Context: an optimization exercise on an open-source flow, tuned for small area. The choices shown serve that exercise and are no tape-out recipe. At most, simulation tests tie the RTL to the original design; equivalence was not proved. No activity file was given, so power comes from the tool's default toggle rates.

== run 1 ==
Design IntMem, start of the top module:
module IntMem (
            scan_en,
            aclk,
            areset_n,
            mem_type,
            remap,
            axi_awid,
            axi_awaddr,
            axi_awlen,
            axi_awsize,
            axi_awburst,
            axi_awlock,
            axi_awcache,
            axi_awprot,
            axi_awvalid,
            axi_awready,
            axi_wdata,
            axi_wstrb,
            axi_wlast,
            axi_wvalid,
            axi_wready,
            axi_bid,
            axi_bresp,
            axi_bvalid,
            axi_bready,
           axi_arid,      
           axi_araddr,       
           axi_arlen,     
           axi_arsize,    
           axi_arburst,   
           axi_arlock,    
           axi_arcache,   
           axi_arprot,    
           axi_arvalid,   
           axi_arready,
           axi_rid,
           axi_rdata,
           axi_rresp,
           axi_rlast,
           axi_rvalid,
           axi_rready,
           mem0_cs_n,
           mem0_wr_n,
           mem0_rd_n,
           mem0_wr_byte_en,
           mem0_addr,
           mem0_wr_addr,
           mem0_din,
           mem0_dout,
           mem1_cs_n,
           mem1_wr_n,
           mem1_rd_n,
           mem1_wr_byte_en,
           mem1_addr,
           mem1_wr_addr,
           mem1_din,
           mem1_dout,
           mem2_cs_n,
           mem2_wr_n,
           mem2_rd_n,
           mem2_wr_byte_en,
           mem2_addr,
           mem2_wr_addr,
           mem2_din,
           mem2_dout 
);
For scale: ~1700 cells after synthesis, ~290 flip-flops.
==> module IntMemArb, before the edit <==
module IntMemArb (
                   ACLK,
                   ARESETn,
                   mem_type,
                   read_done,
                   write_done,
                   remap,
                   waddr_valid,
                   axi_awvalid,
                   waddr_ready,
                   waddr_out,
                   axi_awaddr,
                   axi_awready,
                   waddr_start,
                   raddr_valid,
                   axi_arvalid,
                   raddr_ready,
                   raddr_out,
                   axi_araddr,
                   axi_arready,
                   raddr_start,
                   mem0_cs_n,
                   mem0_wr_n,
                   mem0_rd_n,
                   mem0_addr,
                   mem0_wr_addr,
                   mem1_cs_n,
                   mem1_wr_n,
                   mem1_rd_n,
                   mem1_addr,
                   mem1_wr_addr,
                   mem2_cs_n,
                   mem2_wr_n,
                   mem2_rd_n,
                   mem2_addr,
                   mem2_wr_addr 
);
input           ACLK;
input           ARESETn;
input           mem_type;
input           read_done;
input           write_done;
input           remap;
input           axi_awvalid;
input           waddr_valid;
input  [31:0]   waddr_out; 
output          waddr_ready;
input  [31:0]   axi_awaddr;    
input           axi_awready;
input  [31:16]  waddr_start;
input           axi_arvalid;
input           raddr_valid;
input  [31:0]   raddr_out;      
output          raddr_ready;
input  [31:0]   axi_araddr;   
input           axi_arready;
input  [31:16]  raddr_start;
output          mem0_cs_n;
output          mem0_wr_n;
output          mem0_rd_n;
output [31:0]   mem0_addr;
output [31:0]   mem0_wr_addr;
output          mem1_cs_n;
output          mem1_wr_n;
output          mem1_rd_n;
output [31:0]   mem1_addr;
output [31:0]   mem1_wr_addr;
output          mem2_cs_n;
output          mem2_wr_n;
output          mem2_rd_n;
output [31:0]   mem2_addr;
output [31:0]   mem2_wr_addr;
parameter IDLE   = 2'b00;
parameter RD     = 2'b01;
parameter WR     = 2'b10;
parameter RDWR   = 2'b11;
wire        arb_c;
wire        arb_r;
wire        arb_w;
reg [1:0]   mem_status;
reg         waddr_ready;
reg         raddr_ready;
wire        sp_mem;     
wire [31:0] mux_addr;
wire     mem_cs_n      = !( waddr_valid | raddr_valid );
wire     mem_bank0     = mem0_addr[20]; 
wire     mem_bank1     = !mem0_addr[20];
wire     mem_sub_bank0 = ~((mem0_addr[18:15]==4'h0)&(mem0_addr[14:12]==3'd0|mem0_addr[14:12]==3'd1));
wire     mem_sub_bank1 = ((mem0_addr[18:15]==4'h0)&(mem0_addr[14:12]==3'd0|mem0_addr[14:12]==3'd1));
assign   mem0_cs_n    = mem_cs_n ; 
assign   mem0_wr_n    = (!waddr_valid) | mem0_cs_n;
assign   mem0_rd_n    = !raddr_valid | mem0_cs_n;
assign   mem0_wr_addr = waddr_out;
assign   mem1_cs_n    = 1'b1; 
assign   mem1_wr_n    = (!waddr_valid) | mem1_cs_n;
assign   mem1_rd_n    = (!raddr_valid) | mem1_cs_n;
assign   mem1_wr_addr = waddr_out;
assign   mem2_cs_n    = 1'b1; 
assign   mem2_wr_n    = (!waddr_valid) | mem2_cs_n;
assign   mem2_rd_n    = (!raddr_valid) | mem2_cs_n;
assign   mem2_wr_addr = waddr_out;
assign   mux_addr     = ( mem_status == 2'b01 ) ? raddr_out  : waddr_out ; 
assign   sp_mem       = ( mem_type == 1'b0 );
assign   mem0_addr    = raddr_out;
assign   mem1_addr    = (sp_mem & (mem_status != 2'b01)) ? waddr_out : raddr_out;
wire     [31:13] m2_borrow;
wire     [31:20] m2_zpre;
wire             m2_b20 = sp_mem & ~|mem1_addr[19:13];
assign   m2_borrow[13] = sp_mem;
assign   m2_zpre[20]   = 1'b1;
genvar   gi;
generate
  for (gi = 14; gi <= 19; gi = gi + 1) begin : g_m2lo
    assign m2_borrow[gi] = m2_borrow[gi-1] & ~mem1_addr[gi-1];
  end
  for (gi = 21; gi <= 31; gi = gi + 1) begin : g_m2z
    assign m2_zpre[gi] = m2_zpre[gi-1] & ~mem1_addr[gi-1];
  end
  for (gi = 20; gi <= 31; gi = gi + 1) begin : g_m2hi
    assign m2_borrow[gi] = m2_b20 & m2_zpre[gi];
  end
endgenerate
assign   mem2_addr    = {mem1_addr[31:13] ^ m2_borrow, mem1_addr[12:0]};
reg aw_pend;
reg ar_pend;
always @(posedge ACLK)begin
     aw_pend <= axi_awvalid & ~axi_awready;
     ar_pend <= axi_arvalid & ~axi_arready;
end
    wire [31:16] cmp_w = (mem_status == WR && !aw_pend) ? waddr_start : axi_awaddr[31:16];
    wire [31:16] cmp_r = (mem_status == RD && !ar_pend) ? raddr_start : axi_araddr[31:16];
    wire         cmp_eq = (cmp_w == cmp_r);
    assign arb_c =  cmp_eq;
    assign arb_w =  cmp_eq;
    assign arb_r =  cmp_eq;
always @(posedge ACLK or negedge ARESETn)begin
     if(!ARESETn) begin
         waddr_ready   <= 1'b0;
         raddr_ready   <= 1'b0;
         mem_status    <= 2'b00;
     end 
     else case (mem_status)
        IDLE: begin
             if(axi_awvalid & !axi_arvalid) begin
                mem_status    <= WR;
                raddr_ready   <= 1'b0;
                waddr_ready   <= 1'b1;
             end
             else if(axi_arvalid & !axi_awvalid) begin
                mem_status    <= RD;
                waddr_ready   <= 1'b0;
                raddr_ready   <= 1'b1;
             end
             else if(axi_awvalid & axi_arvalid & arb_c) begin
                mem_status    <= WR;
                waddr_ready   <= 1'b1;
                raddr_ready   <= 1'b0;
             end
             else if(axi_awvalid & axi_arvalid & !arb_c) begin
                mem_status    <= RDWR;
                waddr_ready   <= 1'b1;
                raddr_ready   <= 1'b1;
             end
         end
         WR: begin
             if (write_done & axi_arvalid) begin
                mem_status    <= RD;
                waddr_ready   <= 1'b0;
                raddr_ready   <= 1'b1;
             end    
             else if(axi_arvalid & !arb_r) begin
                mem_status    <= RDWR;
                waddr_ready   <= waddr_ready;
                raddr_ready   <= 1'b1;
             end
             else if (write_done) begin
                mem_status    <= IDLE;
                waddr_ready   <= 1'b0;
                raddr_ready   <= 1'b0;
             end
         end
         RD: begin    
             if (read_done & axi_awvalid) begin
                mem_status    <= WR;
                waddr_ready   <= 1'b1;
                raddr_ready   <= 1'b0;
             end    
             else if(axi_awvalid & !arb_w) begin
                mem_status    <= RDWR;
                waddr_ready   <= 1'b1;
                raddr_ready   <= raddr_ready;
             end
             else if (read_done) begin
                mem_status    <= IDLE;
                waddr_ready   <= 1'b0;
                raddr_ready   <= 1'b0;
             end
         end
         default: begin    
             if(read_done & write_done) begin
                mem_status    <= IDLE;
                waddr_ready   <= 1'b0;
                raddr_ready   <= 1'b0;
             end
             else if (read_done ) begin
                mem_status    <= WR;
                waddr_ready   <= waddr_ready;
                raddr_ready   <= 1'b0;
             end    
             else if (write_done) begin
                mem_status    <= RD;
                waddr_ready   <= 1'b0;
                raddr_ready   <= raddr_ready;
             end
         end
    endcase
end
endmodule
==> flow/config.mk <==
export PLATFORM = sky130hd
export DESIGN_NAME = IntMem
export DESIGN_NICKNAME = IntMem
export VERILOG_FILES = /design/flow/design.v
export SDC_FILE = /design/flow/constraint.sdc
export NUM_CORES = 4
export LEC_CHECK = 0
export CAP_MARGIN = 20
export CORE_AREA = 10 10 530 530
export DIE_AREA = 0 0 540 540
export SLEW_MARGIN = 20
==> flow/constraint.sdc <==
create_clock -name core_clock -period 11.0 [get_ports {aclk}]
set_input_delay 2.2000 -clock core_clock [delete_from_list [all_inputs] [get_ports {aclk}]]
set_output_delay 2.2000 -clock core_clock [all_outputs]
set_load 0.01 [all_outputs]
standard.sh (not shown) runs the stock make flow with config.mk's settings and CLKGATE_MAP_FILE= SYNTH_SCRIPT=/design/flow/synth_recipe.tcl, a recipe that flattens the netlist after the stock synthesis.
==> flow/flow/run.sh <==
#!/bin/bash
set -euo pipefail
export BUFFER_PORTS_ARGS="-buffer_cell sky130_fd_sc_hd__buf_1"
export CTS_ARGS="-sink_clustering_enable -repair_clock_nets -dont_use_dummy_load -sink_clustering_size 12 -sink_clustering_max_diameter 60 -buf_list {sky130_fd_sc_hd__clkbuf_8}"
bash standard.sh finish > standard_flow.log 2>&1
The inputs of run 2 differ from those of run 1 as listed below.
--- a/flow/design.v
+++ b/flow/design.v
@@ -604,24 +604,19 @@
 assign   mux_addr     = ( mem_status == 2'b01 ) ? raddr_out  : waddr_out ; 
 assign   sp_mem       = ( mem_type == 1'b0 );
 assign   mem0_addr    = raddr_out;
 assign   mem1_addr    = (sp_mem & (mem_status != 2'b01)) ? waddr_out : raddr_out;
 wire     [31:13] m2_borrow;
-wire     [31:20] m2_zpre;
-wire             m2_b20 = sp_mem & ~|mem1_addr[19:13];
 assign   m2_borrow[13] = sp_mem;
-assign   m2_zpre[20]   = 1'b1;
 genvar   gi;
 generate
-  for (gi = 14; gi <= 19; gi = gi + 1) begin : g_m2lo
-    assign m2_borrow[gi] = m2_borrow[gi-1] & ~mem1_addr[gi-1];
-  end
-  for (gi = 21; gi <= 31; gi = gi + 1) begin : g_m2z
-    assign m2_zpre[gi] = m2_zpre[gi-1] & ~mem1_addr[gi-1];
-  end
-  for (gi = 20; gi <= 31; gi = gi + 1) begin : g_m2hi
-    assign m2_borrow[gi] = m2_b20 & m2_zpre[gi];
+  for (gi = 14; gi <= 31; gi = gi + 1) begin : g_m2
+    if (gi == 20) begin : g_la
+      assign m2_borrow[gi] = sp_mem & ~|mem1_addr[19:13];
+    end else begin : g_rp
+      assign m2_borrow[gi] = m2_borrow[gi-1] & ~mem1_addr[gi-1];
+    end
   end
 endgenerate
 assign   mem2_addr    = {mem1_addr[31:13] ^ m2_borrow, mem1_addr[12:0]};
 reg aw_pend;
 reg ar_pend;
==> comparison <==
Looking at XOR/XNOR share of the synthesized area, run 2 sits 0.46 points lower than run 1 does.
The sequential fraction of total cell area reported for run 2 is smaller than that of run 1 by 0.72 points.
On clock tree buffer count of the final layout: run 2 sits above run 1.
Delta(cell count, run 2 - run 1) > 0
Total setup buffers inserted after CTS was lower in run 1 than in run 2.
Diff run 1 -> run 2: layout overhead on the synthesized area now sits higher, power now sits lower.
Highest net fanout along the worst path (higher): run 1
Higher number of nets in the layout was reported by run 2, not run 1.
Between run 2 and run 1, setup slack is higher for run 1, run 2 comes in under that.
Re post-route standard cell area excluding fillers: run 1 was lower than run 2.
Changes observed in run 2 relative to run 1: met2 track demand over resource in global routing saw an increase; final wirelength shows a reduction of 0.70%.
For run 2, only the layout was checked, not whether the RTL still works.

afterwards: timing with drivers on the ports:
The results above use ideal ports. As a check the final layouts listed here were re-extracted and re-timed, cells and wires unchanged.
Step 1, drivers: a clkbuf_16 drives aclk and a buf_2 each remaining input, both assumed.
Step 2 adds t to the input delays and takes it off the output delays; t is the mean of the earliest and latest rising clock arrival at the registers after step 1. Input paths then give back, and output paths get back, about the clock's delay inside the block.
a / b / c = no drivers / after step 1 / after step 2; a / b = the first two.
run | t (ns) | setup slack, ns | hold WS [ns] | latest minus earliest clock arrival (ns) | cell pins on the clock port's net
run 1 | 0.811 | 0.626 / 0.571 / 0.571 | 0.468 / 0.468 / 0.468 | 0.177 / 0.176 | 1
run 2 | 0.783 | 0.308 / 0.220 / 0.220 | 0.470 / 0.470 / 0.470 | 0.078 / 0.078 | 1
After both steps every run listed still meets setup and hold. For run 2, which loses most, drivers alone change the setup slack by -0.088 ns; drivers and shift together by -0.088 ns.
